This is an optimization exercise on Yosys and OpenROAD, whose aim is small area and a short achievable clock period, not a production implementation. At most, simulation tests tie the RTL to the original design; equivalence was not proved. The RTL of run 2 was laid out without a check of its function.

==> flow/design.v, too long to show whole: its modules and the start of the top module <==
// module Correlation_32: 1366 lines
// module corr32_fa: 4 lines
// module corr32_maj: 3 lines
// module corr32_ha: 4 lines
module Correlation_32(
    input [31:0] Num_1,
    input [31:0] Num_2,
    input [31:0] Num_3,
    input [31:0] Num_4,
    input [31:0] Num_5,
    input [31:0] Num_6,
    input [31:0] Num_7,
    input [31:0] Num_8,
    input [31:0] Num_9,
    input [31:0] Num_10,
    input [31:0] Num_11,
    input [31:0] Num_12,
    input [31:0] Num_13,
    input [31:0] Num_14,
    input [31:0] Num_15,
    input [31:0] Num_16,
    input [31:0] Target_Num,
    input Clock,
    input Reset,
    output reg [3:0] Out_4
    );
  // ...
==> flow/flow/run.sh <==
#!/bin/bash
# Standard ORFS layout (the standard.sh), with the port buffers made from the
# smallest buffer cell, and timing repair aiming for 32 ns of setup slack.
set -euo pipefail
export BUFFER_PORTS_ARGS="-buffer_cell sky130_fd_sc_hd__buf_1"
export SETUP_SLACK_MARGIN=32
bash standard.sh > standard.log 2>&1
==> flow/standard.sh <==
#!/bin/bash
# synth_recipe.tcl (not shown) runs the flow's synth.tcl, then flattens the netlist and writes it again
# the make line also repeats each setting of config.mk as NAME=value (left out here)
make -C /OpenROAD-flow-scripts/flow DESIGN_CONFIG=/design/flow/config.mk WORK_HOME=/design/flow/orfs CLKGATE_MAP_FILE= SYNTH_SCRIPT=/design/flow/synth_recipe.tcl "${@:-finish}"
==> flow/config.mk <==
export PLATFORM = sky130hd
export DESIGN_NAME = Correlation_32
export DESIGN_NICKNAME = Correlation_32
export VERILOG_FILES = /design/flow/design.v
export SDC_FILE = /design/flow/constraint.sdc
export NUM_CORES = 4
export LEC_CHECK = 0
export CAP_MARGIN = 20
export CORE_MARGIN = 2
export CORE_UTILIZATION = 40
export SLEW_MARGIN = 20
export SYNTH_HIERARCHICAL = 1
export SYNTH_MINIMUM_KEEP_SIZE = 0
==> flow/constraint.sdc <==
create_clock -name core_clock -period 50.0 [get_ports {Clock}]
set_input_delay 10.0000 -clock core_clock [delete_from_list [all_inputs] [get_ports {Clock}]]
set_output_delay 10.0000 -clock core_clock [all_outputs]
set_load 0.01 [all_outputs]
==> summary.txt, run 1 <==
Top-area cell type share of the netlist area = 48.3%
Num sequential = 4
Cell total after placement = 2464
Outcome = complete, no violations
Routed Wire Length = 67400 um
Met2 routed WL = 31900 um
Worst Setup Start Kind = input pin
Async S/R FF share, synth = 100%
CP dominant cell by count = maj3_2
Multi-input gates = 1295
GRT Util Overall = 30.2%
DR vias/cell = 5.30
Filler cells = 4065
Met2 Usage GRT = 49.8%
Syn Nets = 2471
Inverters = 61
Count of boundary I/O pins = 550
Fin nets = 2965
CTS sink cnt = 4
N_taps = 546
Design area = 20100 um^2
Area Growth Syn to Fin = 16.5%
Layout cells sized above 1 = 11.5%
Relative slew slack = 29.5%
Hold crit path type = input pin to asynchronous set/reset pin
Average size of a mapped cell = 12.1 um^2
Maximum level of the CTS H-tree = 1
==> inputs of run 2 (changes only) <==
--- a/flow/design.v
+++ b/flow/design.v
@@ -1290,69 +1290,93 @@
   wire q1_3_w0 = ~q1_3_lt10 & ~q1_3_lt20 & ~q1_3_lt30;
   wire q1_3_w1 = q1_3_lt10 & ~q1_3_lt21 & ~q1_3_lt31;
   wire q1_3_w2 = q1_3_lt20 & q1_3_lt21 & ~q1_3_lt32;
   wire q1_3_w3 = q1_3_lt30 & q1_3_lt31 & q1_3_lt32;
   wire i1_3_0 = (q1_3_w2 | q1_3_w3);
   wire i1_3_1 = (q1_3_w1 | q1_3_w3);
   wire [5:0] v1_3 = ({6{q1_3_w0}} & d0[12]) | ({6{q1_3_w1}} & d0[13]) | ({6{q1_3_w2}} & d0[14]) | ({6{q1_3_w3}} & d0[15]);
   wire [5:0] m24_na = ~v1_0;
-  wire [6:0] m24_c;   
+  wire [3:1] m24_c;   
+  wire [6:4] m24_c0, m24_c1;   
   assign m24_c[1] = v1_1[0] | m24_na[0];
   corr32_maj u_m24_1 (.a(v1_1[1]), .b(m24_na[1]), .c(m24_c[1]), .y(m24_c[2]));
   corr32_maj u_m24_2 (.a(v1_1[2]), .b(m24_na[2]), .c(m24_c[2]), .y(m24_c[3]));
-  corr32_maj u_m24_3 (.a(v1_1[3]), .b(m24_na[3]), .c(m24_c[3]), .y(m24_c[4]));
-  corr32_maj u_m24_4 (.a(v1_1[4]), .b(m24_na[4]), .c(m24_c[4]), .y(m24_c[5]));
-  corr32_maj u_m24_5 (.a(v1_1[5]), .b(m24_na[5]), .c(m24_c[5]), .y(m24_c[6]));
-  wire q2_0_lt10 = ~m24_c[6];
+  assign m24_c0[4] = v1_1[3] & m24_na[3];
+  assign m24_c1[4] = v1_1[3] | m24_na[3];
+  corr32_maj u_m24_4_0 (.a(v1_1[4]), .b(m24_na[4]), .c(m24_c0[4]), .y(m24_c0[5]));
+  corr32_maj u_m24_4_1 (.a(v1_1[4]), .b(m24_na[4]), .c(m24_c1[4]), .y(m24_c1[5]));
+  corr32_maj u_m24_5_0 (.a(v1_1[5]), .b(m24_na[5]), .c(m24_c0[5]), .y(m24_c0[6]));
+  corr32_maj u_m24_5_1 (.a(v1_1[5]), .b(m24_na[5]), .c(m24_c1[5]), .y(m24_c1[6]));
+  wire q2_0_lt10 = ~(m24_c[3] ? m24_c1[6] : m24_c0[6]);
   wire [5:0] m25_na = ~v1_0;
-  wire [6:0] m25_c;   
+  wire [3:1] m25_c;   
+  wire [6:4] m25_c0, m25_c1;   
   assign m25_c[1] = v1_2[0] | m25_na[0];
   corr32_maj u_m25_1 (.a(v1_2[1]), .b(m25_na[1]), .c(m25_c[1]), .y(m25_c[2]));
   corr32_maj u_m25_2 (.a(v1_2[2]), .b(m25_na[2]), .c(m25_c[2]), .y(m25_c[3]));
-  corr32_maj u_m25_3 (.a(v1_2[3]), .b(m25_na[3]), .c(m25_c[3]), .y(m25_c[4]));
-  corr32_maj u_m25_4 (.a(v1_2[4]), .b(m25_na[4]), .c(m25_c[4]), .y(m25_c[5]));
-  corr32_maj u_m25_5 (.a(v1_2[5]), .b(m25_na[5]), .c(m25_c[5]), .y(m25_c[6]));
-  wire q2_0_lt20 = ~m25_c[6];
+  assign m25_c0[4] = v1_2[3] & m25_na[3];
+  assign m25_c1[4] = v1_2[3] | m25_na[3];
+  corr32_maj u_m25_4_0 (.a(v1_2[4]), .b(m25_na[4]), .c(m25_c0[4]), .y(m25_c0[5]));
+  corr32_maj u_m25_4_1 (.a(v1_2[4]), .b(m25_na[4]), .c(m25_c1[4]), .y(m25_c1[5]));
+  corr32_maj u_m25_5_0 (.a(v1_2[5]), .b(m25_na[5]), .c(m25_c0[5]), .y(m25_c0[6]));
+  corr32_maj u_m25_5_1 (.a(v1_2[5]), .b(m25_na[5]), .c(m25_c1[5]), .y(m25_c1[6]));
+  wire q2_0_lt20 = ~(m25_c[3] ? m25_c1[6] : m25_c0[6]);
   wire [5:0] m26_na = ~v1_1;
-  wire [6:0] m26_c;   
+  wire [3:1] m26_c;   
+  wire [6:4] m26_c0, m26_c1;   
   assign m26_c[1] = v1_2[0] | m26_na[0];
   corr32_maj u_m26_1 (.a(v1_2[1]), .b(m26_na[1]), .c(m26_c[1]), .y(m26_c[2]));
   corr32_maj u_m26_2 (.a(v1_2[2]), .b(m26_na[2]), .c(m26_c[2]), .y(m26_c[3]));
-  corr32_maj u_m26_3 (.a(v1_2[3]), .b(m26_na[3]), .c(m26_c[3]), .y(m26_c[4]));
-  corr32_maj u_m26_4 (.a(v1_2[4]), .b(m26_na[4]), .c(m26_c[4]), .y(m26_c[5]));
-  corr32_maj u_m26_5 (.a(v1_2[5]), .b(m26_na[5]), .c(m26_c[5]), .y(m26_c[6]));
-  wire q2_0_lt21 = ~m26_c[6];
+  assign m26_c0[4] = v1_2[3] & m26_na[3];
+  assign m26_c1[4] = v1_2[3] | m26_na[3];
+  corr32_maj u_m26_4_0 (.a(v1_2[4]), .b(m26_na[4]), .c(m26_c0[4]), .y(m26_c0[5]));
+  corr32_maj u_m26_4_1 (.a(v1_2[4]), .b(m26_na[4]), .c(m26_c1[4]), .y(m26_c1[5]));
+  corr32_maj u_m26_5_0 (.a(v1_2[5]), .b(m26_na[5]), .c(m26_c0[5]), .y(m26_c0[6]));
+  corr32_maj u_m26_5_1 (.a(v1_2[5]), .b(m26_na[5]), .c(m26_c1[5]), .y(m26_c1[6]));
+  wire q2_0_lt21 = ~(m26_c[3] ? m26_c1[6] : m26_c0[6]);
   wire [5:0] m27_na = ~v1_0;
-  wire [6:0] m27_c;   
+  wire [3:1] m27_c;   
+  wire [6:4] m27_c0, m27_c1;   
   assign m27_c[1] = v1_3[0] | m27_na[0];
   corr32_maj u_m27_1 (.a(v1_3[1]), .b(m27_na[1]), .c(m27_c[1]), .y(m27_c[2]));
   corr32_maj u_m27_2 (.a(v1_3[2]), .b(m27_na[2]), .c(m27_c[2]), .y(m27_c[3]));
-  corr32_maj u_m27_3 (.a(v1_3[3]), .b(m27_na[3]), .c(m27_c[3]), .y(m27_c[4]));
-  corr32_maj u_m27_4 (.a(v1_3[4]), .b(m27_na[4]), .c(m27_c[4]), .y(m27_c[5]));
-  corr32_maj u_m27_5 (.a(v1_3[5]), .b(m27_na[5]), .c(m27_c[5]), .y(m27_c[6]));
-  wire q2_0_lt30 = ~m27_c[6];
+  assign m27_c0[4] = v1_3[3] & m27_na[3];
+  assign m27_c1[4] = v1_3[3] | m27_na[3];
+  corr32_maj u_m27_4_0 (.a(v1_3[4]), .b(m27_na[4]), .c(m27_c0[4]), .y(m27_c0[5]));
+  corr32_maj u_m27_4_1 (.a(v1_3[4]), .b(m27_na[4]), .c(m27_c1[4]), .y(m27_c1[5]));
+  corr32_maj u_m27_5_0 (.a(v1_3[5]), .b(m27_na[5]), .c(m27_c0[5]), .y(m27_c0[6]));
+  corr32_maj u_m27_5_1 (.a(v1_3[5]), .b(m27_na[5]), .c(m27_c1[5]), .y(m27_c1[6]));
+  wire q2_0_lt30 = ~(m27_c[3] ? m27_c1[6] : m27_c0[6]);
   wire [5:0] m28_na = ~v1_1;
-  wire [6:0] m28_c;   
+  wire [3:1] m28_c;   
+  wire [6:4] m28_c0, m28_c1;   
   assign m28_c[1] = v1_3[0] | m28_na[0];
   corr32_maj u_m28_1 (.a(v1_3[1]), .b(m28_na[1]), .c(m28_c[1]), .y(m28_c[2]));
   corr32_maj u_m28_2 (.a(v1_3[2]), .b(m28_na[2]), .c(m28_c[2]), .y(m28_c[3]));
-  corr32_maj u_m28_3 (.a(v1_3[3]), .b(m28_na[3]), .c(m28_c[3]), .y(m28_c[4]));
-  corr32_maj u_m28_4 (.a(v1_3[4]), .b(m28_na[4]), .c(m28_c[4]), .y(m28_c[5]));
-  corr32_maj u_m28_5 (.a(v1_3[5]), .b(m28_na[5]), .c(m28_c[5]), .y(m28_c[6]));
-  wire q2_0_lt31 = ~m28_c[6];
+  assign m28_c0[4] = v1_3[3] & m28_na[3];
+  assign m28_c1[4] = v1_3[3] | m28_na[3];
+  corr32_maj u_m28_4_0 (.a(v1_3[4]), .b(m28_na[4]), .c(m28_c0[4]), .y(m28_c0[5]));
+  corr32_maj u_m28_4_1 (.a(v1_3[4]), .b(m28_na[4]), .c(m28_c1[4]), .y(m28_c1[5]));
+  corr32_maj u_m28_5_0 (.a(v1_3[5]), .b(m28_na[5]), .c(m28_c0[5]), .y(m28_c0[6]));
+  corr32_maj u_m28_5_1 (.a(v1_3[5]), .b(m28_na[5]), .c(m28_c1[5]), .y(m28_c1[6]));
+  wire q2_0_lt31 = ~(m28_c[3] ? m28_c1[6] : m28_c0[6]);
   wire [5:0] m29_na = ~v1_2;
-  wire [6:0] m29_c;   
+  wire [3:1] m29_c;   
+  wire [6:4] m29_c0, m29_c1;   
   assign m29_c[1] = v1_3[0] | m29_na[0];
   corr32_maj u_m29_1 (.a(v1_3[1]), .b(m29_na[1]), .c(m29_c[1]), .y(m29_c[2]));
   corr32_maj u_m29_2 (.a(v1_3[2]), .b(m29_na[2]), .c(m29_c[2]), .y(m29_c[3]));
-  corr32_maj u_m29_3 (.a(v1_3[3]), .b(m29_na[3]), .c(m29_c[3]), .y(m29_c[4]));
-  corr32_maj u_m29_4 (.a(v1_3[4]), .b(m29_na[4]), .c(m29_c[4]), .y(m29_c[5]));
-  corr32_maj u_m29_5 (.a(v1_3[5]), .b(m29_na[5]), .c(m29_c[5]), .y(m29_c[6]));
-  wire q2_0_lt32 = ~m29_c[6];
+  assign m29_c0[4] = v1_3[3] & m29_na[3];
+  assign m29_c1[4] = v1_3[3] | m29_na[3];
+  corr32_maj u_m29_4_0 (.a(v1_3[4]), .b(m29_na[4]), .c(m29_c0[4]), .y(m29_c0[5]));
+  corr32_maj u_m29_4_1 (.a(v1_3[4]), .b(m29_na[4]), .c(m29_c1[4]), .y(m29_c1[5]));
+  corr32_maj u_m29_5_0 (.a(v1_3[5]), .b(m29_na[5]), .c(m29_c0[5]), .y(m29_c0[6]));
+  corr32_maj u_m29_5_1 (.a(v1_3[5]), .b(m29_na[5]), .c(m29_c1[5]), .y(m29_c1[6]));
+  wire q2_0_lt32 = ~(m29_c[3] ? m29_c1[6] : m29_c0[6]);
   wire q2_0_w0 = ~q2_0_lt10 & ~q2_0_lt20 & ~q2_0_lt30;
   wire q2_0_w1 = q2_0_lt10 & ~q2_0_lt21 & ~q2_0_lt31;
   wire q2_0_w2 = q2_0_lt20 & q2_0_lt21 & ~q2_0_lt32;
   wire q2_0_w3 = q2_0_lt30 & q2_0_lt31 & q2_0_lt32;
   wire i2_0_0 = (q2_0_w2 | q2_0_w3);
   wire i2_0_1 = (q2_0_w1 | q2_0_w3);
   wire i2_0_2 = ((q2_0_w0 & i1_0_0) | (q2_0_w1 & i1_1_0) | (q2_0_w2 & i1_2_0) | (q2_0_w3 & i1_3_0));
   wire i2_0_3 = ((q2_0_w0 & i1_0_1) | (q2_0_w1 & i1_1_1) | (q2_0_w2 & i1_2_1) | (q2_0_w3 & i1_3_1));
==> flow/config.mk (replaced) <==
export PLATFORM = sky130hd
export DESIGN_NAME = Correlation_32
export DESIGN_NICKNAME = Correlation_32
export VERILOG_FILES = /design/flow/design.v
export SDC_FILE = /design/flow/constraint.sdc
export NUM_CORES = 4
export LEC_CHECK = 0
export CAP_MARGIN = 20
export CORE_MARGIN = 2
export CORE_UTILIZATION = 60
export SLEW_MARGIN = 20
export SYNTH_HIERARCHICAL = 1
export SYNTH_MINIMUM_KEEP_SIZE = 0
==> run 2 against run 1 <==
Still clean. Global-route usage increased by 9.8 points. Final cell count is 5.2% lower. Critical path type unchanged. Non-clock buffer count shrank 2. Core utilization up 23 points. Critical endpoint is now Out_4[1]. Maximum frequency is 0.54% lower.
==> summary.txt, run 2 <==
Outcome = complete, no violations (unchanged)
DR WL/cell = 26.1 um (was 27.3 um)
Post-DP Area = 19800 um^2 (was 19700 um^2)
Root buf cell = clkbuf_16 (unchanged)
Clock Pin Slew Worst Setup and Hold Paths = 0.03 ns (about the same)
Fmax = 56.0 MHz (was 56.3 MHz)
Gate Count Post-Synth = 1461 (was 1429)
Post-route ant nets = 0 (unchanged)
Crit path max fanout = 16 (unchanged)
Sequential area share after synthesis = 0.571% (was 0.581%)
Fin cells = 2340 (was 2468)
Cell taking the most area after synthesis = fa_1 (unchanged)
Cts hold-fix bufs = 0 (unchanged)
Most common cell after layout, fill and taps aside = buf_1 (unchanged)
FF+latch area = 100 um^2 (unchanged)
Warnings from Yosys = 7 (unchanged)
Worst Setup Start Kind = input pin (unchanged)
Area occupied by multi-input gates = 16900 um^2 (was 16700 um^2)
GRT Util Overall = 40.1% (was 30.2%)
Final min period = 17.87 ns (was 17.77 ns)
Post-CTS Repair Setup Buffers = 0 (unchanged)
Setup CP Type = input pin to flop (unchanged)
Tightest Pin Transition = 1.03 ns (was 1.06 ns)
Top cells by area, synth = fa_1 47%, xor2_1 26%, maj3_2 10% (was fa_1 48%, xor2_1 26%, maj3_2 9.8%)
Number of buffers created by CTS = 3 (unchanged)
Fin nets = 2998 (was 2965)
MaxCap Viol Count = 0 (unchanged)
Largest Register = Out_4 (unchanged)
EDFF count, synth = 0 (unchanged)
CTS sink cnt = 4 (unchanged)
Pre-Repair DR Iteration Count = 5 (unchanged)
Hold crit path type = input pin to asynchronous set/reset pin (unchanged)
Final period utilization = 35.7% (was 35.5%)
FP Rows = 62 (was 76)
Sum Neg Setup Slack = 0 ns (unchanged)
Largest regs = Out_4 (4) (unchanged)
Area Growth Syn to Fin = 13.7% (was 16.5%)
Effective utilization at floorplan = 61.1% (was 40.3%)
I/O Buffers = 549 (unchanged)
Gpl congestion = 0.979 (was 1.00)
Layout cells sized above 1 = 11.0% (was 11.5%)
Initial antenna violation count = 2 (was 1)
Final hold vios = 0 (unchanged)
Syn Nets = 2503 (was 2471)
Die H = 175 um (was 212 um)
Yosys reg bits = 4 (unchanged)
Die width = 175 um (was 212 um)
Maximum level of the CTS H-tree = 1 (unchanged)
Final core occ = 69.5% (was 47.0%)
Initial DRC Count = 994 (was 729)
Cell total after placement = 2335 (was 2464)
Routed Wire Length = 61000 um (was 67400 um)
Post-Syn Area = 17500 um^2 (was 17200 um^2)
Design area = 19900 um^2 (was 20100 um^2)
Distinct cells, synth = 42 (was 38)
RSZ-0062 raised after global routing = false (unchanged)
Largest net degree at the start of global routing = 17 (unchanged)
Average size of a mapped cell = 12.0 um^2 (was 12.1 um^2)
Slew Viols, Final = 0 (unchanged)
Count leader, synth = xor2_1 (unchanged)
Min Hold Slack = 9.68 ns (was 9.69 ns)
Post-DP HPWL = 50400 um (was 55300 um)
Synth top cells by count = 512 x xor2_1, 416 x fa_1, 156 x maj3_2, 80 x ha_1, 64 x buf_2 (was 512 x xor2_1, 416 x fa_1, 150 x maj3_2, 80 x ha_1, 65 x buf_2)
DR vias/cell = 5.82 (was 5.30)
Count of boundary I/O pins = 550 (unchanged)
Filler cells = 2196 (was 4065)
CTS tree = built (unchanged)
Worst endpoint data arrival time = 18.00 ns (was 17.87 ns)
Top_reg_cell synth = dfrtp_1 (unchanged)
DRC viols = 0 (unchanged)
Most frequent cells in the layout = 517 x buf_1, 512 x xor2_1, 416 x fa_1 (was 517 x buf_1, 503 x xor2_1, 416 x fa_1)
Crit. End Element = flop (unchanged)
Core ar. = 28700 um^2 (was 42800 um^2)
Number of global-route vias before repair = 15300 (was 14900)
First-pass GRT wire length = 89300 um (was 95900 um)
Relative slew slack = 31.6% (was 29.5%)
Async S/R FF share, synth = 100% (unchanged)
Max reg flops = 4 (unchanged)
Die ar. = 30600 um^2 (was 44800 um^2)
WP data required = 50.13 ns (was 50.10 ns)
Setup-failing EPs final = 0 (unchanged)
Grt ovf = 0 (unchanged)
Top-area cell type share of the netlist area = 47.5% (was 48.3%)
Maximum clock path buffer count = 2 (unchanged)
Via count = 13600 (was 13100)
==> run 2: cell count changes after synthesis, moves of 4 or more <==
cell	change
o2111ai_1	+8
maj3_2	+6
a221o_2	-4
nor2_1	+6
o21ai_0	-8
nand2_1	+5
mux2_2	+4
==> run 2: critical path, stage by stage <==
cell	delay, ns
clkbuf_2	0.56
xor2_1	0.51
fa_1	0.53
fa_1	0.53
fa_1	0.43
ha_1	0.20
fa_1	0.40
fa_1	0.41
fa_1	0.44
ha_1	0.33
inv_1	0.09
maj3_2	0.31
maj3_2	0.32
maj3_2	0.37
and4_1	0.22
nor4_2	0.64
nand2b_1	0.15
maj3_2	0.34
maj3_2	0.30
mux2_4	0.28
or3_4	0.39
o2111ai_1	0.21
==> run 2: kinds of logic after synthesis <==
logic type / synth area share [%]
flip-flops: 0.571
AO/OA/AOI/OAI: 2.40
adder cells (fa/ha/maj): 63.2
XOR/XNOR: 25.6
buffers and inverters: 3.18
AND/OR/NAND/NOR: 4.46
multiplexers: 0.599
==> run 2: worst paths after layout <==
path                       slack, ns       end     startpoint  cells past startpoint
max                            32.13  Out_4[1]  Target_Num[1]                     22
min                             9.68  Out_4[0]          Reset                      2
min in group core_clock        10.76  Out_4[2]       Out_4[2]                      1
max in group asynchronous      40.14  Out_4[3]          Reset                      2
==> run 2: timing repair <==
| action | 4_1_cts | 5_1_grt |
|---|---|---|
| endpoints found under the setup margin | 0 | 2 |
| endpoints found under the hold margin | 0 | 0 |
| resized for setup | 0 | 14 |
==> run 2: per-module statistics from Yosys, one instance, submodules excluded <==
| module | flip-flops and latches | copies in the design | cell area, um^2 | cells inside |
|---|---|---|---|---|
| corr32_maj | 0 | 156 | 11.3 | 1 |
| corr32_fa | 0 | 416 | 20.0 | 1 |
| Correlation_32 | 4 | 1 | 6450 | 809 |
| corr32_ha | 0 | 80 | 12.5 | 1 |
==> run 2: routing by layer <==
layer | track usage, % | wire (um) | vias to the layer above
met4 | 17.5 | 3180 | 0
met3 | 9.18 | 5850 | 189
met2 | 68.7 | 30100 | 842
met1 | 48.5 | 21800 | 6862
met5 | 0 | 0 | -
li1 | - | - | 5729
==> run 2: layout make-up <==
type,instances,area share (%)
multi-input combinational,1330,84.7
tap,384,2.41
sequential,4,0.502
timing repair buffer,556,10.8
clock buffer,3,0.376
antenna,2,0.0251
inverter,61,1.15
==> run 2: through the flow <==
| step | worst slack, ns |
|---|---|
| after floorplan | 32.92 |
| after global placement | 31.97 |
| after detailed placement | 31.90 |
| after CTS | 32.11 |
| after global routing | 32.01 |
| final | 32.13 |
==> inputs of run 3 (changes only) <==
--- a/flow/design.v
+++ b/flow/design.v
@@ -1397,2 +1397,8 @@
 endmodule
+module corr32_aoi(input a, input b, input c, output y);
+  assign y = ~((a & b) | c);
+endmodule
+module corr32_oai(input a, input b, input c, output y);
+  assign y = ~((a | b) & c);
+endmodule
 module corr32_ha(input a, input b, output s, output co);
==> flow/flow/run.sh (replaced) <==
#!/bin/bash
# Standard ORFS layout (the standard.sh), with the port buffers made from the
# smallest buffer cell, and timing repair aiming for 32.5 ns of setup slack.
set -euo pipefail
export BUFFER_PORTS_ARGS="-buffer_cell sky130_fd_sc_hd__buf_1"
export SETUP_SLACK_MARGIN=32.5
bash standard.sh > standard.log 2>&1
--- a/flow/config.mk
+++ b/flow/config.mk
@@ -9,3 +9,3 @@
 export CORE_MARGIN = 2
-export CORE_UTILIZATION = 60
+export CORE_UTILIZATION = 40
 export SLEW_MARGIN = 20
==> run 3 against run 2 <==
First-iteration DRC count decreased by 19%. Final cell count increased by 8.3%. Worst hold slack got worse by 0.017 ns. Critical path depth unchanged. Critical endpoint unchanged. Via count decreased by 3.1%. Sequential share of layout area about the same. Die area increased by 49%. Count of clock-buffer cells in the layout unchanged. Global-route usage decreased by 11 points. Design area increased by 2.5%.
==> summary.txt, run 3 <==
Post-DP HPWL = 55800 um (was 50400 um)
Slew Viols, Final = 0 (unchanged)
MaxCap Viol Count = 0 (unchanged)
Maximum level of the CTS H-tree = 1 (unchanged)
Fin cells = 2534 (was 2340)
Top_reg_cell synth = dfrtp_1 (unchanged)
EDFF count, synth = 0 (unchanged)
Final core occ = 47.4% (was 69.5%)
I/O Buffers = 549 (unchanged)
DRC viols = 0 (unchanged)
Largest net degree at the start of global routing = 17 (unchanged)
Die H = 213 um (was 175 um)
Core ar. = 43200 um^2 (was 28700 um^2)
Top-area cell type share of the netlist area = 47.5% (unchanged)
DR vias/cell = 5.21 (was 5.82)
Area Growth Syn to Fin = 16.6% (was 13.7%)
Warnings from Yosys = 7 (unchanged)
Sum Neg Setup Slack = 0 ns (unchanged)
Critical path's largest stage delay = 0.62 ns (was 0.64 ns)
Clock Pin Slew Worst Setup and Hold Paths = 0.03 ns (about the same)
Effective utilization at floorplan = 40.6% (was 61.1%)
CTS sink cnt = 4 (unchanged)
Crit. End Element = flop (unchanged)
DR WL/cell = 26.0 um (was 26.1 um)
Maximum clock path buffer count = 2 (unchanged)
Gate Count Post-Synth = 1461 (unchanged)
Post-Syn Area = 17500 um^2 (unchanged)
Fmax = 57.7 MHz (was 56.0 MHz)
Crit-path cells = buf_6, xor2_1, fa_1, fa_1, fa_1, ha_1, fa_1, fa_1, fa_1, ha_1, inv_1, maj3_2, maj3_2, maj3_2, or4b_2, nand4_1, nand2_1, maj3_2, maj3_2, mux2_4, or3_4, o2111ai_1 (was clkbuf_2, xor2_1, fa_1, fa_1, fa_1, ha_1, fa_1, fa_1, fa_1, ha_1, inv_1, maj3_2, maj3_2, maj3_2, and4_1, nor4_2, nand2b_1, maj3_2, maj3_2, mux2_4, or3_4, o2111ai_1)
GRT Util Overall = 28.9% (was 40.1%)
Cts hold-fix bufs = 0 (unchanged)
Number of buffers created by CTS = 3 (unchanged)
Top cells by area, synth = fa_1 47%, xor2_1 26%, maj3_2 10% (unchanged)
Slowest cell on crit path = or4b_2 (was nor4_2)
FP Rows = 76 (was 62)
Cell taking the most area after synthesis = fa_1 (unchanged)
Worst Setup Start Kind = input pin (unchanged)
Die ar. = 45500 um^2 (was 30600 um^2)
Fin nets = 2992 (was 2998)
Initial antenna violation count = 0 (was 2)
Routed Wire Length = 65900 um (was 61000 um)
Count of boundary I/O pins = 550 (unchanged)
Worst endpoint data arrival time = 17.46 ns (was 18.00 ns)
Most common cell after layout, fill and taps aside = buf_1 (unchanged)
Sequential area share after synthesis = 0.571% (unchanged)
Crit path max fanout = 16 (unchanged)
WP data required = 50.13 ns (about the same)
Count leader, synth = xor2_1 (unchanged)
Final period utilization = 34.7% (was 35.7%)
Die width = 213 um (was 175 um)
Filler cells = 4050 (was 2196)
Final min period = 17.33 ns (was 17.87 ns)
Async S/R FF share, synth = 100% (unchanged)
Root buf cell = clkbuf_16 (unchanged)
Pre-Repair DR Iteration Count = 6 (was 5)
Distinct cells, synth = 42 (unchanged)
Yosys reg bits = 4 (unchanged)
Tightest Pin Transition = 1.14 ns (was 1.03 ns)
Setup CP Type = input pin to flop (unchanged)
Most frequent cells in the layout = 517 x buf_1, 506 x xor2_1, 415 x fa_1 (was 517 x buf_1, 512 x xor2_1, 416 x fa_1)
Max reg flops = 4 (unchanged)
Largest regs = Out_4 (4) (unchanged)
Relative slew slack = 23.9% (was 31.6%)
Hold crit path type = input pin to asynchronous set/reset pin (unchanged)
Gpl congestion = 0.958 (was 0.979)
Via count = 13200 (was 13600)
Cell total after placement = 2529 (was 2335)
Number of global-route vias before repair = 15300 (about the same)
CP dominant cell by count = fa_1 (unchanged)
RSZ-0062 raised after global routing = false (unchanged)
Outcome = complete, no violations (unchanged)
CTS tree = built (unchanged)
Final hold vios = 0 (unchanged)
Post-route ant nets = 0 (unchanged)
Largest Register = Out_4 (unchanged)
Syn Nets = 2503 (unchanged)
Initial DRC Count = 806 (was 994)
First-pass GRT wire length = 94300 um (was 89300 um)
Grt ovf = 0 (unchanged)
Average size of a mapped cell = 12.0 um^2 (unchanged)
Setup-failing EPs final = 0 (unchanged)
Synth top cells by count = 512 x xor2_1, 416 x fa_1, 156 x maj3_2, 80 x ha_1, 64 x buf_2 (unchanged)
Layout cells sized above 1 = 11.5% (was 11.0%)
==> run 3: cells by family (layout without fill, tap and decap cells) <==
| group | after synthesis | count (layout) | synth area share [%] |
|---|---|---|---|
| AO/OA/AOI/OAI | 48 | 48 | 2.40 |
| XOR/XNOR | 512 | 512 | 25.6 |
| adder cells (fa/ha/maj) | 652 | 652 | 63.2 |
| buffers and inverters | 127 | 614 | 3.18 |
| flip-flops | 4 | 4 | 0.571 |
| multiplexers | 9 | 9 | 0.599 |
| other | 0 | 1 | 0 |
| AND/OR/NAND/NOR | 109 | 109 | 4.46 |
==> run 3: worst max-delay path: cells and delay by family <==
family | cells | cell delay, ns
AND/OR/NAND/NOR | 4 | 1.28
AO/OA/AOI/OAI | 1 | 0.22
buffers and inverters | 2 | 0.37
multiplexers | 1 | 0.32
adder cells (fa/ha/maj) | 13 | 4.98
XOR/XNOR | 1 | 0.27
==> run 3: Yosys stat by module, one instance, submodules excluded <==
module	copies in the design	cells inside	cell area, um^2	flops+latches
Correlation_32	1	809	6450	4
corr32_ha	80	1	12.5	0
corr32_fa	416	1	20.0	0
corr32_maj	156	1	11.3	0
==> run 3: area by class of cell <==
cell class              instances  area [um^2]  share of cell area, %
diodes                          1         2.50                 0.0122
clock buffers                   3         75.1                  0.367
inverters                      61          229                   1.12
multi-input cells            1330        17000                   83.3
flip-flops and latches          4          100                  0.490
well taps                     585          732                   3.58
repair buffers                550         2280                   11.2
==> run 3: what timing repair did <==
item                                   in CTS  in global routing
buffers inserted                            0                  1
setup endpoints to repair                   4                  4
gates resized for setup                    38                 60
pin swaps                                   0                  2
endpoints found under the hold margin       0                  0
==> run 3: per-stage QoR <==
step / cell area, um^2 / setup WS (ns) / hold WS [ns]
2_1_floorplan: 17500 / 32.92 / 9.77
3_3_place_gp: 20000 / 31.95 / 9.90
3_5_place_dp: 20000 / 31.76 / 9.91
4_1_cts: 20200 / 32.50 / 9.67
5_1_grt: 20400 / 32.50 / 9.68
6_report: 20400 / 32.67 / 9.66
==> run 3: worst paths after layout <==
kind / startpoint / endpoint / slack, ns / cells after the start
hold / removal: Reset / Out_4[2] / 9.66 / 2
min in group core_clock: Out_4[1] / Out_4[1] / 10.73 / 1
setup / recovery: Target_Num[22] / Out_4[1] / 32.67 / 22
max in group asynchronous: Reset / Out_4[3] / 40.15 / 2
==> run 3: metal layers <==
layer / vias up / GRT usage [%] / part of all wire [%]
met2: 670 / 51.2 / 50
met4: 0 / 10.1 / 4.3
met3: 132 / 4.54 / 7.6
met1: 6700 / 35.8 / 38
met5: - / 0 / 0
li1: 5698 / - / -
==> inputs of run 4 (changes only) <==
--- a/flow/flow/run.sh
+++ b/flow/flow/run.sh
@@ -6,2 +6,3 @@
 export SETUP_SLACK_MARGIN=32.5
+export RECOVER_POWER=100
 bash standard.sh > standard.log 2>&1
--- a/flow/config.mk
+++ b/flow/config.mk
@@ -9,3 +9,3 @@
 export CORE_MARGIN = 2
-export CORE_UTILIZATION = 40
+export CORE_UTILIZATION = 60
 export SLEW_MARGIN = 20
==> run 4 against run 3 <==
The layout now fails its checks (capacitance limit, slew limit). Critical endpoint unchanged. Synthesized area unchanged. Final cell count is 7.7% lower. Worst hold slack better by 0.017 ns. Count of clock-buffer cells in the layout is the same.
==> summary.txt, run 4 <==
Average size of a mapped cell = 12.0 um^2 (unchanged)
Crit path max fanout = 16 (unchanged)
Sequential area share after synthesis = 0.571% (unchanged)
Setup-failing EPs final = 0 (unchanged)
Final period utilization = 36.7% (was 34.7%)
Cts hold-fix bufs = 0 (unchanged)
Cell total after placement = 2335 (was 2529)
Top-area cell type share of the netlist area = 47.5% (unchanged)
Maximum level of the CTS H-tree = 1 (unchanged)
Synth top cells by count = 512 x xor2_1, 416 x fa_1, 156 x maj3_2, 80 x ha_1, 64 x buf_2 (unchanged)
CTS sink cnt = 4 (unchanged)
Post-Syn Area = 17500 um^2 (unchanged)
Syn Nets = 2503 (unchanged)
Core ar. = 28700 um^2 (was 43200 um^2)
Grt ovf = 0 (unchanged)
Top_reg_cell synth = dfrtp_1 (unchanged)
FP Rows = 62 (was 76)
Via count = 13700 (was 13200)
WP data required = 50.13 ns (about the same)
MaxCap Viol Count = 1 (was 0)
Relative slew slack = -14.7% (was 23.9%)
RSZ-0062 raised after global routing = false (unchanged)
Crit. End Element = flop (unchanged)
Number of buffers created by CTS = 3 (unchanged)
Worst Setup Start Kind = input pin (unchanged)
Largest regs = Out_4 (4) (unchanged)
Die H = 175 um (was 213 um)
Post-route ant nets = 0 (unchanged)
Most frequent cells in the layout = 517 x buf_1, 512 x xor2_1, 416 x fa_1 (was 517 x buf_1, 506 x xor2_1, 415 x fa_1)
Clock Pin Slew Worst Setup and Hold Paths = 0.03 ns (about the same)
Critical path's largest stage delay = 1.21 ns (was 0.62 ns)
Max reg flops = 4 (unchanged)
Pre-Repair DR Iteration Count = 5 (was 6)
Yosys reg bits = 4 (unchanged)
Slowest cell on crit path = clkbuf_1 (was or4b_2)
Fin nets = 2998 (was 2992)
Min Hold Slack = 9.68 ns (was 9.66 ns)
Worst endpoint data arrival time = 18.48 ns (was 17.46 ns)
Gate Count Post-Synth = 1461 (unchanged)
Effective utilization at floorplan = 61.1% (was 40.6%)
Outcome = finished with violations (was complete, no violations)
Count leader, synth = xor2_1 (unchanged)
Gpl congestion = 0.979 (was 0.958)
Final core occ = 70.0% (was 47.4%)
Largest Register = Out_4 (unchanged)
Cell taking the most area after synthesis = fa_1 (unchanged)
Sum Neg Setup Slack = 0 ns (unchanged)
First-pass GRT wire length = 89300 um (was 94300 um)
CP Capture Point = Out_4[1] (unchanged)
Post-DP Area = 19800 um^2 (was 20000 um^2)
Initial DRC Count = 1134 (was 806)
Slew Viols, Final = 17 (was 0)
Layout cells sized above 1 = 11.1% (was 11.5%)
Die width = 175 um (was 213 um)
Tightest Pin Transition = 1.72 ns (was 1.14 ns)
CTS tree = built (unchanged)
Warnings from Yosys = 7 (unchanged)
Top cells by area, synth = fa_1 47%, xor2_1 26%, maj3_2 10% (unchanged)
CP dominant cell by count = fa_1 (unchanged)
DR vias/cell = 5.85 (was 5.21)
Critical path origin = Target_Num[21] (was Target_Num[22])
Fin cells = 2340 (was 2534)
Initial antenna violation count = 3 (was 0)
DRC viols = 0 (unchanged)
Maximum clock path buffer count = 2 (unchanged)
Most common cell after layout, fill and taps aside = buf_1 (unchanged)
DR WL/cell = 26.3 um (was 26.0 um)
EDFF count, synth = 0 (unchanged)
Post-DP HPWL = 50400 um (was 55800 um)
Pre-CTS WS = 31.90 ns (was 31.76 ns)
Count of boundary I/O pins = 550 (unchanged)
Final hold vios = 0 (unchanged)
Setup CP Type = input pin to flop (unchanged)
Fmax = 54.5 MHz (was 57.7 MHz)
GRT Util Overall = 40.1% (was 28.9%)
Root buf cell = clkbuf_16 (unchanged)
I/O Buffers = 549 (unchanged)
Distinct cells, synth = 42 (unchanged)
Crit-path cells = clkbuf_1, xor2_1, fa_1, fa_1, fa_1, ha_1, fa_1, fa_1, fa_1, ha_1, inv_1, maj3_1, maj3_2, maj3_1, or4b_2, nand4_1, nand2_1, maj3_2, maj3_2, mux2_4, or3_1, o2111ai_1 (was buf_6, xor2_1, fa_1, fa_1, fa_1, ha_1, fa_1, fa_1, fa_1, ha_1, inv_1, maj3_2, maj3_2, maj3_2, or4b_2, nand4_1, nand2_1, maj3_2, maj3_2, mux2_4, or3_4, o2111ai_1)
Final min period = 18.35 ns (was 17.33 ns)
Routed Wire Length = 61500 um (was 65900 um)
Hold crit path type = input pin to asynchronous set/reset pin (unchanged)
Area Growth Syn to Fin = 14.6% (was 16.6%)
Design area = 20100 um^2 (was 20400 um^2)
Largest net degree at the start of global routing = 17 (unchanged)
Final setup margin = 31.65 ns (was 32.67 ns)
Die ar. = 30600 um^2 (was 45500 um^2)
Fail Reasons = capacitance limit, slew limit
Number of global-route vias before repair = 15300 (about the same)
Async S/R FF share, synth = 100% (unchanged)
## run 4: timing repair
item / 4_1_cts / 5_1_grt
resized for setup: 26 / 39
setup endpoints to repair: 4 / 4
gates cloned: 0 / 0
pin swaps: 0 / 0
setup buffers: 0 / 0
## run 4: layer usage
metal / vias up / global-route usage (%) / part of all wire (%)
met1: 6912 / 48.3 / 35
met5: - / 0 / 0.033
met3: 162 / 9.03 / 9.9
met4: 2 / 17.0 / 4.7
met2: 890 / 69.5 / 50
li1: 5734 / - / -
## run 4: area by class of cell
cell class,count,area (um^2)
well taps,384,480
flip-flops and latches,4,100
fillers,2176,8610
multi-input cells,1330,17000
clock buffers,3,75.1
diodes,2,5.00
inverters,61,229
repair buffers,556,2250
## run 4: cells by family after synthesis
| family | synth area share, % |
|---|---|
| buf+inv | 3.18 |
| simple gates | 4.46 |
| fa+ha+maj | 63.2 |
| compound gates | 2.40 |
| mux | 0.599 |
| flops | 0.571 |
| xor+xnor | 25.6 |
## run 4: worst max-delay path: cells and delay by family
family / cells / cell delay, ns
mux: 1 / 0.31
buf+inv: 2 / 1.29
xor+xnor: 1 / 0.24
fa+ha+maj: 13 / 5.02
compound gates: 1 / 0.23
simple gates: 4 / 1.35
## run 4: per-module statistics from Yosys, one instance, submodules excluded
module	times used	cells	cell area (um^2)
Correlation_32	1	809	6450
corr32_fa	416	1	20.0
corr32_ha	80	1	12.5
corr32_maj	156	1	11.3
## run 4: how the worst min path moves through the flow
stage	start	end	slack, ns	cells after the start
detailed placement	Reset	Out_4[2]	9.91	2
global placement	Reset	Out_4[2]	9.91	2
finish	Reset	Out_4[0]	9.68	2
global route	Reset	Out_4[1]	9.68	2
floorplan	Reset	Out_4[0]	9.77	1
CTS	Reset	Out_4[0]	9.68	2
==> inputs of run 5 (changes only) <==
--- a/flow/flow/run.sh
+++ b/flow/flow/run.sh
@@ -6,3 +6,2 @@
 export SETUP_SLACK_MARGIN=32.5
-export RECOVER_POWER=100
 bash standard.sh > standard.log 2>&1
==> run 5 against run 4 <==
The run now finishes clean. First-iteration DRC count down 9.3%. Synthesized cell count unchanged. Design area about the same. Die area unchanged. Final cell count unchanged. Global-route usage unchanged. Core utilization about the same. Via count about the same.
==> summary.txt, run 5 <==
Outcome = complete, no violations (was finished with violations)
Grt ovf = 0 (unchanged)
Maximum clock path buffer count = 2 (unchanged)
Count leader, synth = xor2_1 (unchanged)
DRC viols = 0 (unchanged)
Post-Syn Area = 17500 um^2 (unchanged)
Final setup margin = 32.66 ns (was 31.65 ns)
DR WL/cell = 26.3 um (about the same)
Crit-path cells = buf_4, xor2_1, fa_1, fa_1, fa_1, ha_1, fa_1, fa_1, fa_1, ha_1, inv_1, maj3_2, maj3_2, maj3_2, and4_1, nor4_4, nand2b_1, maj3_2, maj3_2, mux2_4, or3_4, o2111ai_1 (was clkbuf_1, xor2_1, fa_1, fa_1, fa_1, ha_1, fa_1, fa_1, fa_1, ha_1, inv_1, maj3_1, maj3_2, maj3_1, or4b_2, nand4_1, nand2_1, maj3_2, maj3_2, mux2_4, or3_1, o2111ai_1)
Setup-failing EPs final = 0 (unchanged)
Crit path max fanout = 16 (unchanged)
RSZ-0062 raised after global routing = false (unchanged)
Cell total after placement = 2335 (unchanged)
FP Rows = 62 (unchanged)
Fmax = 57.7 MHz (was 54.5 MHz)
Clock Pin Slew Worst Setup and Hold Paths = 0.03 ns (about the same)
Core ar. = 28700 um^2 (unchanged)
Worst endpoint data arrival time = 17.47 ns (was 18.48 ns)
CTS sink cnt = 4 (unchanged)
Sum Neg Setup Slack = 0 ns (unchanged)
Top_reg_cell synth = dfrtp_1 (unchanged)
Distinct cells, synth = 42 (unchanged)
Pre-Repair DR Iteration Count = 5 (unchanged)
Area Growth Syn to Fin = 14.7% (was 14.6%)
Cell depth of the worst setup path = 22 (unchanged)
Slew Viols, Final = 0 (was 17)
Kind of cell adding the most delay to the critical path = adder cells (unchanged)
Post-CTS Repair Setup Buffers = 0 (unchanged)
Post-route ant nets = 0 (unchanged)
Final period utilization = 34.7% (was 36.7%)
Die ar. = 30600 um^2 (unchanged)
Fin cells = 2340 (unchanged)
GRT Util Overall = 40.1% (unchanged)
EDFF count, synth = 0 (unchanged)
Tightest Pin Transition = 1.03 ns (was 1.72 ns)
I/O Buffers = 549 (unchanged)
Async S/R FF share, synth = 100% (unchanged)
Pre-CTS WS = 31.90 ns (unchanged)
Critical path's largest stage delay = 0.53 ns (was 1.21 ns)
FF+latch area = 100 um^2 (unchanged)
Number of global-route vias before repair = 15300 (unchanged)
MaxCap Viol Count = 0 (was 1)
Worst Setup Start Kind = input pin (unchanged)
Design area = 20100 um^2 (about the same)
Die width = 175 um (unchanged)
Min Hold Slack = 9.68 ns (about the same)
Final min period = 17.34 ns (was 18.35 ns)
Max reg flops = 4 (unchanged)
Cell taking the most area after synthesis = fa_1 (unchanged)
Yosys reg bits = 4 (unchanged)
Initial antenna violation count = 3 (unchanged)
Most frequent cells in the layout = 517 x buf_1, 512 x xor2_1, 416 x fa_1 (unchanged)
Crit. End Element = flop (unchanged)
Routed Wire Length = 61500 um (about the same)
Hold crit path type = input pin to asynchronous set/reset pin (unchanged)
Effective utilization at floorplan = 61.1% (unchanged)
DR vias/cell = 5.85 (about the same)
Top cells by area, synth = fa_1 47%, xor2_1 26%, maj3_2 10% (unchanged)
Count of boundary I/O pins = 550 (unchanged)
Fin nets = 2998 (unchanged)
Setup CP Type = input pin to flop (unchanged)
Gate Count Post-Synth = 1461 (unchanged)
Warnings from Yosys = 7 (unchanged)
Synth top cells by count = 512 x xor2_1, 416 x fa_1, 156 x maj3_2, 80 x ha_1, 64 x buf_2 (unchanged)
Final core occ = 70.0% (about the same)
Average size of a mapped cell = 12.0 um^2 (unchanged)
Final hold vios = 0 (unchanged)
Syn Nets = 2503 (unchanged)
First-pass GRT wire length = 89300 um (unchanged)
Cts hold-fix bufs = 0 (unchanged)
Worst Path Buf+Inv = 2 (unchanged)
Post-DP HPWL = 50400 um (unchanged)
Critical path origin = Target_Num[1] (was Target_Num[21])
Largest Register = Out_4 (unchanged)
Sequential area share after synthesis = 0.571% (unchanged)
Slowest cell on crit path = fa_1 (was clkbuf_1)
Most common cell after layout, fill and taps aside = buf_1 (unchanged)
CP Capture Point = Out_4[1] (unchanged)
Relative slew slack = 31.4% (was -14.7%)
Filler cells = 2174 (was 2176)
Largest regs = Out_4 (4) (unchanged)
Post-DP Area = 19800 um^2 (unchanged)
Largest net degree at the start of global routing = 17 (unchanged)
Maximum level of the CTS H-tree = 1 (unchanged)
Die H = 175 um (unchanged)
Root buf cell = clkbuf_16 (unchanged)
Number of buffers created by CTS = 3 (unchanged)
Layout cells sized above 1 = 11.3% (was 11.1%)
CTS tree = built (unchanged)
Initial DRC Count = 1028 (was 1134)
Top-area cell type share of the netlist area = 47.5% (unchanged)
Gpl congestion = 0.979 (unchanged)
WP data required = 50.13 ns (about the same)
Area occupied by multi-input gates = 17000 um^2 (about the same)
CP dominant cell by count = fa_1 (unchanged)
Via count = 13700 (about the same)
run 5: cell families (layout without fill, tap and decap cells):
kind of cell             after synthesis  in the layout  synth area share (%)
buffers and inverters                127            620                  3.18
XOR/XNOR                             512            512                  25.6
adder cells (fa/ha/maj)              652            652                  63.2
multiplexers                           9              9                 0.599
AO/OA/AOI/OAI                         48             48                  2.40
AND/OR/NAND/NOR                      109            109                  4.46
other                                  0              2                     0
flip-flops                             4              4                 0.571
run 5: per-module statistics from Yosys (local to each module, per instance):
module | flops+latches | area [um^2] | times used
corr32_fa | 0 | 20.0 | 416
corr32_ha | 0 | 12.5 | 80
Correlation_32 | 4 | 6450 | 1
corr32_maj | 0 | 11.3 | 156
run 5: final cells by class:
cell class / count / share of cell area [%]
multi-input combinational: 1330 / 84.4
timing repair buffer: 556 / 11.2
tap: 384 / 2.39
inverter: 61 / 1.14
sequential: 4 / 0.498
clock buffer: 3 / 0.373
antenna: 2 / 0.0249
run 5: how the worst min path moves through the flow:
stage               start        to  cells after the start
finish              Reset  Out_4[0]                      2
detailed placement  Reset  Out_4[2]                      2
floorplan           Reset  Out_4[0]                      1
global route        Reset  Out_4[1]                      2
global placement    Reset  Out_4[2]                      2
CTS                 Reset  Out_4[0]                      2
run 5: layer usage:
metal | part of all wire (%) | track usage, % | up-vias | wire length, um
li1 | - | - | 5731 | -
met1 | 36 | 48.3 | 6924 | 21900
met2 | 50 | 69.5 | 859 | 30600
met3 | 9.8 | 9.03 | 174 | 6010
met4 | 4.9 | 17.0 | 2 | 2990
met5 | 0.037 | 0 | - | 23
run 5: repair_timing:
item                                    4_1_cts  5_1_grt
pin swaps                                     0        0
hold endpoints to repair                      0        0
resized for setup                            26       39
endpoints found under the setup margin        4        4
==> inputs of run 6 (changes only) <==
--- a/flow/config.mk
+++ b/flow/config.mk
@@ -9,3 +9,3 @@
 export CORE_MARGIN = 2
-export CORE_UTILIZATION = 60
+export CORE_UTILIZATION = 80
 export SLEW_MARGIN = 20
==> run 6 against run 5 <==
The flow now stops in I/O pin placement. Synthesized cell count unchanged. Synthesized area unchanged.
==> summary.txt, run 6 <==
Outcome = stopped before the end (was complete, no violations)
Stopping stage = I/O pin placement
Error = [ERROR PPL-0024] Number of IO pins (550) exceeds maximum number of available positions (542). Increase the die perimeter from 608.18um to 748.00um.
Die H = 152 um (was 175 um)
Average size of a mapped cell = 12.0 um^2 (unchanged)
Effective utilization at floorplan = 80.8% (was 61.1%)
Sequential area share after synthesis = 0.571% (unchanged)
Syn Nets = 2503 (unchanged)
Top-area cell type share of the netlist area = 47.5% (unchanged)
Count leader, synth = xor2_1 (unchanged)
FP Rows = 54 (was 62)
Yosys reg bits = 4 (unchanged)
Post-Syn Area = 17500 um^2 (unchanged)
Die width = 152 um (was 175 um)
Warnings from Yosys = 7 (unchanged)
Cell taking the most area after synthesis = fa_1 (unchanged)
Synth top cells by count = 512 x xor2_1, 416 x fa_1, 156 x maj3_2, 80 x ha_1, 64 x buf_2 (unchanged)
Gate Count Post-Synth = 1461 (unchanged)
EDFF count, synth = 0 (unchanged)
Async S/R FF share, synth = 100% (unchanged)
Top cells by area, synth = fa_1 47%, xor2_1 26%, maj3_2 10% (unchanged)
Top_reg_cell synth = dfrtp_1 (unchanged)
Distinct cells, synth = 42 (unchanged)
## run 6: cell counts after synthesis
No cell type changed its count.
## run 6: logic make-up after synthesis
logic type | after synthesis | share of synthesized area (%)
compound gates | 48 | 2.40
xor+xnor | 512 | 25.6
fa+ha+maj | 652 | 63.2
buf+inv | 127 | 3.18
flops | 4 | 0.571
mux | 9 | 0.599
simple gates | 109 | 4.46
## run 6: modules after synthesis (local to each module, per instance)
module | flip-flops and latches | area, um^2
corr32_maj | 0 | 11.3
Correlation_32 | 4 | 6450
corr32_fa | 0 | 20.0
corr32_ha | 0 | 12.5
==> inputs of run 7 (changes only) <==
--- a/flow/config.mk
+++ b/flow/config.mk
@@ -8,4 +8,6 @@
 export CAP_MARGIN = 20
+export CORE_ASPECT_RATIO = 0.3
 export CORE_MARGIN = 2
-export CORE_UTILIZATION = 80
+export CORE_UTILIZATION = 75
+export CTS_BUF_LIST = sky130_fd_sc_hd__clkbuf_2
 export SLEW_MARGIN = 20
==> run 7 against run 6 <==
The run now finishes clean. Synthesized cell count did not move. Synthesized area did not move.
==> summary.txt, run 7 <==
Fmax = 57.2 MHz
Hold crit path type = input pin to asynchronous set/reset pin
CTS sink cnt = 4
Initial antenna violation count = 0
DR WL/cell = 31.4 um
Routed Wire Length = 71200 um
Initial DRC Count = 2063
Max reg flops = 4
Number of global-route vias before repair = 16600
Die ar. = 24800 um^2
Pre-CTS WS = 31.76 ns
Final hold vios = 0
Root buf cell = clkbuf_2
CTS tree = built
Fin nets = 2992
Setup CP Type = input pin to flop
Slew Viols, Final = 0
Worst Setup Start Kind = input pin
Crit. End Element = flop
Maximum level of the CTS H-tree = 1
Top cells by area, synth = fa_1 47%, xor2_1 26%, maj3_2 10% (unchanged)
Warnings from Yosys = 7 (unchanged)
Relative slew slack = 31.7%
Min Hold Slack = 9.65 ns
Post-Syn Area = 17500 um^2 (unchanged)
Gate Count Post-Synth = 1461 (unchanged)
Pre-Repair DR Iteration Count = 8
I/O Buffers = 549
Final setup margin = 32.51 ns
EDFF count, synth = 0 (unchanged)
Count of boundary I/O pins = 550
Number of buffers created by CTS = 3
WP data required = 50.11 ns
DRC viols = 0
Tightest Pin Transition = 1.02 ns
Async S/R FF share, synth = 100% (unchanged)
Post-DP HPWL = 56700 um
Gpl congestion = 1.12
Final period utilization = 35.0%
Grt ovf = 0
Post-route ant nets = 0
Largest Register = Out_4
Outcome = complete, no violations (was stopped before the end)
Die H = 87.8 um (was 152 um)
Most frequent cells in the layout = 517 x buf_1, 500 x xor2_1, 415 x fa_1
Top-area cell type share of the netlist area = 47.5% (unchanged)
Average size of a mapped cell = 12.0 um^2 (unchanged)
Cell total after placement = 2264
Die width = 283 um (was 152 um)
Clock Pin Slew Worst Setup and Hold Paths = 0.06 ns
Cell taking the most area after synthesis = fa_1 (unchanged)
Most common cell after layout, fill and taps aside = buf_1
Crit path max fanout = 16
Fin cells = 2268
Largest net degree at the start of global routing = 17
Top_reg_cell synth = dfrtp_1 (unchanged)
Worst endpoint data arrival time = 17.61 ns
Core ar. = 22700 um^2
Maximum clock path buffer count = 2
Distinct cells, synth = 42 (unchanged)
Final min period = 17.49 ns
RSZ-0062 raised after global routing = false
Sum Neg Setup Slack = 0 ns
Count leader, synth = xor2_1 (unchanged)
Syn Nets = 2503 (unchanged)
Sequential area share after synthesis = 0.571% (unchanged)
DR vias/cell = 6.88
Setup-failing EPs final = 0
Via count = 15600
Area Growth Syn to Fin = 15.2%
FP Rows = 30 (was 54)
Synth top cells by count = 512 x xor2_1, 416 x fa_1, 156 x maj3_2, 80 x ha_1, 64 x buf_2 (unchanged)
Effective utilization at floorplan = 77.1% (was 80.8%)
MaxCap Viol Count = 0
Largest regs = Out_4 (4)
Diodes inserted = 0
Cts hold-fix bufs = 0
Yosys reg bits = 4 (unchanged)
Layout cells sized above 1 = 12.0%
GRT Util Overall = 55.7%
First-pass GRT wire length = 98500 um
## run 7: final timing paths
kind | from | to | slack, ns | depth (start not counted)
worst min-delay path | Reset | Out_4[2] | 9.65 | 2
min in group core_clock | Out_4[0] | Out_4[0] | 10.71 | 1
max in group asynchronous | Reset | Out_4[1] | 40.17 | 2
worst max-delay path | Target_Num[28] | Out_4[0] | 32.51 | 22
## run 7: what timing repair did
item                       CTS  global route
buffers inserted             0             1
gates resized for setup     44            89
pin swaps                    0             4
setup endpoints to repair    4             4
## run 7: routing by layer
| layer | vias up | track usage (%) | wire length (um) |
|---|---|---|---|
| met1 | 7500 | 68.6 | 22700 |
| met5 | - | 1.25 | 56 |
| met3 | 531 | 28.8 | 13800 |
| met4 | 2 | 33.3 | 5860 |
| met2 | 1864 | 79.3 | 28800 |
| li1 | 5705 | - | - |
## run 7: cell type report
type / instances / area [um^2]
sequential: 4 / 100
clock buffer: 3 / 15.0
inverter: 61 / 229
multi-input combinational: 1330 / 17100
timing repair buffer: 550 / 2390
tap: 320 / 400
fill: 999 / 2540
## run 7: worst max-delay path, stage by stage
cell       delay, ns
buf_8           0.27
xor2_1          0.33
fa_1            0.52
fa_1            0.55
fa_1            0.43
ha_1            0.20
fa_1            0.38
fa_1            0.39
fa_1            0.50
ha_1            0.34
inv_1           0.09
maj3_2          0.32
maj3_2          0.31
maj3_2          0.37
or4b_2          0.68
nand4_1         0.22
nand2_1         0.10
maj3_2          0.32
maj3_2          0.32
mux2_4          0.31
or3_4           0.41
o2111ai_1       0.23
## run 7: per-module statistics from Yosys (local to each module, per instance)
module	flops+latches	area, um^2	cells	times used
corr32_fa	0	20.0	1	416
corr32_ha	0	12.5	1	80
corr32_maj	0	11.3	1	156
Correlation_32	4	6450	809	1
## run 7: logic make-up (layout without fill, tap and decap cells)
kind of cell | after synthesis | after routing | share of synthesized area, %
AOI/OAI and AO/OA | 48 | 48 | 2.40
xor gates and xnor gates | 512 | 512 | 25.6
adders and majority gates | 652 | 652 | 63.2
buffers and inverters | 127 | 614 | 3.18
DFF | 4 | 4 | 0.571
muxes | 9 | 9 | 0.599
and+or+nand+nor | 109 | 109 | 4.46
## run 7: per-stage QoR
step / instance area, um^2 / util (%)
6_report: 20200 / 88.8
5_1_grt: 20200 / 88.8
4_1_cts: 19900 / 87.4
3_5_place_dp: 19700 / 86.6
3_3_place_gp: 19700 / 86.6
2_1_floorplan: 17500 / -
==> inputs of run 8 (changes only) <==
--- a/flow/config.mk
+++ b/flow/config.mk
@@ -8,6 +8,6 @@
 export CAP_MARGIN = 20
-export CORE_ASPECT_RATIO = 0.3
 export CORE_MARGIN = 2
-export CORE_UTILIZATION = 75
+export CORE_UTILIZATION = 60
 export CTS_BUF_LIST = sky130_fd_sc_hd__clkbuf_2
+export PLACE_DENSITY = 0.85
 export SLEW_MARGIN = 20
==> run 8 against run 7 <==
Synthesized cell count is the same. Critical path type unchanged. Flip-flop and latch count is the same. Final cell count up 3.0%. Core utilization decreased by 19 points. Critical endpoint is now Out_4[1]. Design area down 0.42%. Count of clock-buffer cells in the layout unchanged. Wire length is 9.8% lower. First-iteration DRC count is 41% lower. Sequential share of layout area is essentially flat. Die area rose by 23%.
==> summary.txt, run 8 <==
Maximum clock path buffer count = 2 (unchanged)
Final core occ = 70.1% (was 88.8%)
CTS sink cnt = 4 (unchanged)
Setup CP Type = input pin to flop (unchanged)
Die ar. = 30600 um^2 (was 24800 um^2)
Initial antenna violation count = 1 (was 0)
Warnings from Yosys = 7 (unchanged)
Most common cell after layout, fill and taps aside = buf_1 (unchanged)
Sequential area share after synthesis = 0.571% (unchanged)
Area Growth Syn to Fin = 14.7% (was 15.2%)
Filler cells = 2103 (was 999)
Effective utilization at floorplan = 61.1% (was 77.1%)
Largest net degree at the start of global routing = 17 (unchanged)
Distinct cells, synth = 42 (unchanged)
Cell taking the most area after synthesis = fa_1 (unchanged)
Area occupied by multi-input gates = 17000 um^2 (was 17100 um^2)
Hold crit path type = input pin to asynchronous set/reset pin (unchanged)
Most frequent cells in the layout = 517 x buf_1, 506 x xor2_1, 416 x fa_1 (was 517 x buf_1, 500 x xor2_1, 415 x fa_1)
Critical path's largest stage delay = 0.67 ns (was 0.68 ns)
Via count = 14200 (was 15600)
Final min period = 17.38 ns (was 17.49 ns)
Maximum level of the CTS H-tree = 1 (unchanged)
RSZ-0062 raised after global routing = false (unchanged)
Clock Pin Slew Worst Setup and Hold Paths = 0.04 ns (was 0.06 ns)
Gate Count Post-Synth = 1461 (unchanged)
Syn Nets = 2503 (unchanged)
Crit path max fanout = 16 (unchanged)
DR vias/cell = 6.07 (was 6.88)
CTS tree = built (unchanged)
DR WL/cell = 27.5 um (was 31.4 um)
GRT Util Overall = 41.9% (was 55.7%)
Worst Path Buf+Inv = 1 (was 2)
EDFF count, synth = 0 (unchanged)
I/O Buffers = 549 (unchanged)
Async S/R FF share, synth = 100% (unchanged)
Count of boundary I/O pins = 550 (unchanged)
Number of buffers created by CTS = 3 (unchanged)
Grt ovf = 0 (unchanged)
Outcome = complete, no violations (unchanged)
Die width = 175 um (was 283 um)
Post-CTS Repair Setup Buffers = 0 (unchanged)
Pre-Repair DR Iteration Count = 7 (was 8)
Top cells by area, synth = fa_1 47%, xor2_1 26%, maj3_2 10% (unchanged)
FF+latch area = 100 um^2 (unchanged)
Count leader, synth = xor2_1 (unchanged)
Final period utilization = 34.8% (was 35.0%)
Post-route ant nets = 0 (unchanged)
Yosys reg bits = 4 (unchanged)
DRC viols = 0 (unchanged)
Number of global-route vias before repair = 16000 (was 16600)
Average size of a mapped cell = 12.0 um^2 (unchanged)
Kind of cell adding the most delay to the critical path = adder cells (unchanged)
Largest Register = Out_4 (unchanged)
Layout cells sized above 1 = 11.2% (was 12.0%)
Max reg flops = 4 (unchanged)
Relative slew slack = 33.6% (was 31.7%)
First-pass GRT wire length = 93200 um (was 98500 um)
Tightest Pin Transition = 0.996 ns (was 1.02 ns)
Gpl congestion = 1.01 (was 1.12)
Crit-path cells = buf_8, xor2_1, fa_1, fa_1, fa_1, ha_1, fa_1, fa_1, fa_1, ha_1, maj3_2, maj3_2, maj3_2, or4b_2, nand4_1, nand2_1, maj3_2, maj3_2, mux2_4, or3_4, o2111ai_1 (was buf_8, xor2_1, fa_1, fa_1, fa_1, ha_1, fa_1, fa_1, fa_1, ha_1, inv_1, maj3_2, maj3_2, maj3_2, or4b_2, nand4_1, nand2_1, maj3_2, maj3_2, mux2_4, or3_4, o2111ai_1)
Sum Neg Setup Slack = 0 ns (unchanged)
Fmax = 57.5 MHz (was 57.2 MHz)
Post-DP HPWL = 51400 um (was 56700 um)
CP dominant cell by count = fa_1 (unchanged)
Synth top cells by count = 512 x xor2_1, 416 x fa_1, 156 x maj3_2, 80 x ha_1, 64 x buf_2 (unchanged)
Routed Wire Length = 64200 um (was 71200 um)
Core ar. = 28700 um^2 (was 22700 um^2)
Setup-failing EPs final = 0 (unchanged)
FP Rows = 62 (was 30)
Post-Syn Area = 17500 um^2 (unchanged)
Worst Setup Start Kind = input pin (unchanged)
Final hold vios = 0 (unchanged)
Root buf cell = clkbuf_2 (unchanged)
Fin nets = 2994 (was 2992)
Slowest cell on crit path = or4b_2 (unchanged)
WP data required = 50.11 ns (about the same)
Initial DRC Count = 1220 (was 2063)
Largest regs = Out_4 (4) (unchanged)
Crit. End Element = flop (unchanged)
MaxCap Viol Count = 0 (unchanged)
Slew Viols, Final = 0 (unchanged)
Top_reg_cell synth = dfrtp_1 (unchanged)
Worst endpoint data arrival time = 17.48 ns (was 17.61 ns)
Die H = 175 um (was 87.8 um)
Top-area cell type share of the netlist area = 47.5% (unchanged)
## run 8: cell types whose count changed in the layout (fill, tap and decap cells not counted), sizes merged
cell,change
clkbuf,+4
diode,+1
buf,-2
## run 8: per-layer routing
metal	part of all wire [%]	global-route usage [%]	wire length [um]	vias to the layer above
met5	0	0	0	-
met4	8.6	27.6	5550	0
met3	12	11.7	7530	331
met2	46	67.4	29800	1102
met1	33	49.3	21300	7030
li1	-	-	-	5716
## run 8: through the flow
stage | area, um^2 | worst slack, ns | instances | hold WS, ns
final | 20100 | 32.62 | 2335 | 9.68
after global routing | 20100 | 32.44 | 2335 | 9.68
after CTS | 19900 | 32.56 | 2333 | 9.67
after detailed placement | 19800 | 31.95 | 2330 | 9.90
after global placement | 19800 | 32.12 | 2330 | 9.89
after floorplan | 17500 | 32.92 | 1461 | 9.77
## run 8: cells by family (layout without fill, tap and decap cells)
family / after synthesis / after routing / share of synthesized area [%]
AO/OA/AOI/OAI: 48 / 48 / 2.40
XOR/XNOR: 512 / 512 / 25.6
adder cells (fa/ha/maj): 652 / 652 / 63.2
buffers and inverters: 127 / 616 / 3.18
flip-flops: 4 / 4 / 0.571
multiplexers: 9 / 9 / 0.599
other: 0 / 1 / 0
AND/OR/NAND/NOR: 109 / 109 / 4.46
## run 8: Yosys stat by module (local to each module, per instance)
module | cell area (um^2) | flip-flops and latches | times used
corr32_fa | 20.0 | 0 | 416
corr32_maj | 11.3 | 0 | 156
Correlation_32 | 6450 | 4 | 1
corr32_ha | 12.5 | 0 | 80
## run 8: area by class of cell
| class | count | area share [%] |
|---|---|---|
| Sequential cell | 4 | 0.497 |
| Antenna cell | 1 | 0.0124 |
| Multi-Input combinational cell | 1330 | 84.3 |
| Tap cell | 384 | 2.39 |
| Timing Repair Buffer | 552 | 11.6 |
| Inverter | 61 | 1.14 |
| Clock buffer | 3 | 0.0746 |
## run 8: what timing repair did
item	CTS	global route
resized for setup	33	72
hold buffers	0	0
setup endpoints to repair	4	4
## run 8: final timing paths
kind | startpoint | to | slack [ns] | depth (start not counted)
max | Target_Num[22] | Out_4[1] | 32.62 | 21
min | Reset | Out_4[0] | 9.68 | 2
min in group core_clock | Out_4[0] | Out_4[0] | 10.72 | 1
max in group asynchronous | Reset | Out_4[2] | 40.13 | 2

port drivers added, routing unchanged:
No port has a modelled driver above. Below, the same layouts with a new extraction and two added sets of constraints.
Step 1 sets driving cells, clkbuf_16 on the clock port and buf_2 on the other inputs (assumed; they add their load-dependent delay and slew).
Step 2 also shifts input and output timing later by t, the mid clock arrival at the registers, as if the neighbouring blocks saw the same clock.
Slacks: ideal / step 1 / step 2; pairs: ideal / step 1.
run | shift t [ns] | setup slack, ns | worst hold slack (ns)
run 1 | 0.274 | 32.230 / 32.260 / 31.986 | 9.691 / 9.680 / 9.954
run 2 | 0.261 | 32.134 / 32.152 / 31.891 | 9.676 / 9.659 / 9.920
run 3 | 0.264 | 32.673 / 32.667 / 32.403 | 9.659 / 9.641 / 9.904
run 4 | 0.263 | 31.650 / 31.641 / 31.378 | 9.675 / 9.656 / 9.919
run 5 | 0.264 | 32.661 / 32.658 / 32.394 | 9.675 / 9.656 / 9.919
run 7 | 0.230 | 32.505 / 32.471 / 32.240 | 9.646 / 9.649 / 9.880
run 8 | 0.228 | 32.622 / 32.600 / 32.372 | 9.685 / 9.675 / 9.903
The setup slack of run 4, which loses most, moves by -0.009 ns with the drivers and by -0.272 ns with both steps.
